This is an optimization exercise on Yosys and OpenROAD, whose aim is small area and a short achievable clock period, not a production implementation. Function was checked by simulation only, so behaviour that the tests miss may differ from the original. Power is estimated from default activity; no workload was simulated.

the reference run:
// TopLevel
module TopLevel (
    input clk,
    input reset,
    output wire [63:0] imem_addr,
    input [31:0] imem_data,
    output wire [63:0] final_rd
);
    reg  [63:2] pc;
    reg  [31:0] ifid_ir;           
    reg         ifid_v;
    reg  [31:12] idex_hi;          
    reg         idex_v;            
    reg         idex_r2;           
    reg         idex_imm, idex_u, idex_j;  
    reg         idex_fa, idex_fb;  
    reg  [4:0]  idex_e1, idex_e2;  
    reg  [2:0]  idex_op;
    reg         idex_nz, idex_st, idex_ld, idex_we, idex_br;
    reg  [4:0]  idex_rd;
    reg  [63:0] exm_alu;
    reg  [12:0] exm_off;
    reg         exm_nz, exm_tk, exm_ld, exm_we;
    reg  [4:0]  exm_rd;
    reg  [63:0] wbo;               
    reg  [63:0] rf [1:31];
    reg  [31:1] rv;
    reg  [63:0] dm [0:31];
    reg  [31:0] dv;
    assign imem_addr = {pc, 2'b00};
    assign final_rd  = wbo;
    wire taken = exm_tk;
    wire [31:0] ir  = ifid_ir;
    wire [6:0]  opc = ir[6:0];
    wire [4:0]  rs1 = ifid_v ? ir[19:15] : 5'd0;
    wire [4:0]  rs2 = ifid_v ? ir[24:20] : 5'd0;
    wire [4:0]  rdf = ir[11:7];
    wire isR   = ifid_v & (opc == 7'b0110011);
    wire isI   = ifid_v & (opc == 7'b0010011);
    wire isL   = ifid_v & (opc == 7'b0000011);
    wire isS   = ifid_v & (opc == 7'b0100011);
    wire isB   = ifid_v & (opc == 7'b1100011);
    wire isJ   = ifid_v & (opc == 7'b1101111);
    wire isJR  = ifid_v & (opc == 7'b1100111);
    wire isU   = ifid_v & ((opc == 7'b0110111) | (opc == 7'b0010111));
    wire d_we  = isR | isI | isL | isJ | isJR | isU;
    wire d_imm = isI | isL | isJ | isJR | isU;    
    wire [9:0] f73 = {ir[31:25], ir[14:12]};
    reg  [2:0] d_op;
    always @(*) begin
        if (isR) begin
            case (f73)
                10'b0000000_000: d_op = 3'd0;
                10'b0100000_000: d_op = 3'd1;
                10'b0000000_111: d_op = 3'd2;
                10'b0000000_110: d_op = 3'd3;
                10'b0000000_100: d_op = 3'd4;
                10'b0000000_001: d_op = 3'd5;
                10'b0000000_101: d_op = 3'd6;
  ...
Settings: LEC_CHECK=0, CAP_MARGIN=20, CORE_MARGIN=2, CORE_UTILIZATION=40, CTS_CLUSTER_DIAMETER=80, CTS_CLUSTER_SIZE=20, PLACE_DENSITY=0.55, SLEW_MARGIN=20, SYNTH_HIERARCHICAL=1; clock period 36.0 ns.
standard.sh (not shown) runs the stock make flow with config.mk's settings and CLKGATE_MAP_FILE= SYNTH_SCRIPT=/design/flow/synth_recipe.tcl, a recipe that flattens the netlist after the stock synthesis.
==> flow/flow/run.sh <==
#!/bin/bash
# Layout flow: the standard ORFS flow (standard.sh, standard synthesis included),
# changed only through ORFS's own hooks:
#  - the port buffers are buf_4 cells instead of the default delay buffer;
#  - before the standard repair_design, flow/pre_resize.tcl buffers the reset net
#    (the net that feeds the flip-flops' asynchronous reset pins) as a gain-based tree
#    and gives the flip-flops that drive output ports a stronger drive.
# The clock period and constraints are the design's (constraint.sdc, unchanged).
set -euo pipefail
W=$(pwd)
export BUFFER_PORTS_ARGS="-buffer_cell sky130_fd_sc_hd__buf_4"
export PRE_RESIZE_TCL="$W/flow/pre_resize.tcl"
export MAX_REPAIR_ANTENNAS_ITER_DRT=10
bash standard.sh > "$W/standard.log" 2>&1
Other scripts of this flow, unchanged in this note and not shown: flow/flow/pre_resize.tcl
Both conditions hold for the reference run: the flow ran to the end and the final layout passed the timing, DRC and antenna checks.
Setup changes, the reference run to the trial run
# the reference run
export LEC_CHECK = 0
export CAP_MARGIN = 20
export CORE_MARGIN = 2
export CORE_UTILIZATION = 40
export CTS_CLUSTER_DIAMETER = 80
export CTS_CLUSTER_SIZE = 20
export PLACE_DENSITY = 0.55
export SLEW_MARGIN = 20
export SYNTH_HIERARCHICAL = 1
create_clock -name core_clock -period 36.0 [get_ports {clk}]
# the trial run
export LEC_CHECK = 0
export CAP_MARGIN = 20
export CORE_MARGIN = 2
export CORE_UTILIZATION = 40
export CTS_CLUSTER_DIAMETER = 80
export CTS_CLUSTER_SIZE = 26
export PLACE_DENSITY = 0.55
export SLEW_MARGIN = 20
export SYNTH_HIERARCHICAL = 1
create_clock -name core_clock -period 36.0 [get_ports {clk}]
## What came out
Setup slack: the trial run worse than the reference run
The reference run → the trial run: met1 wire length now sits lower; power went down 3.6%; clock share of power went down 2.5 points; fraction of cell area in non-clock buffers roughly the same; count of placed standard cells in the final layout, fillers left out decreased about 0.5%.
Changes observed in the trial run relative to the reference run: sequential share of layout area rose by 0.47 points; fill cell total of the finished layout rose by 125; power share of the combinational group rose by 0.2 points.

-- afterwards: timing with drivers on the ports --
How much do the figures lean on ideal ports? The routed layouts below were timed once more, with nothing changed but the port constraints.
Step 1, drivers: a clkbuf_16 drives clk and a buf_2 each remaining input, both assumed.
Step 2 times the ports against the registers' clock, not the clock port: input delays grow and output delays shrink by t, the midpoint of the rising clock arrivals with the driver on.
Slacks: ideal ports / drivers / drivers and shift; pairs: ideal ports / drivers.
run | t, ns | slack for setup (ns) | clock arrival spread, ns | worst register clock-pin slew, ns | worst slew at a driven data input, ns
the reference run | 1.119 | 27.173 / 27.036 / 27.408 | 0.102 / 0.102 | 0.09 / 0.09 | 0.05
the trial run | 1.134 | 27.128 / 26.993 / 27.348 | 0.086 / 0.086 | 0.11 / 0.11 | 0.05
After both steps every run listed still meets setup and hold.
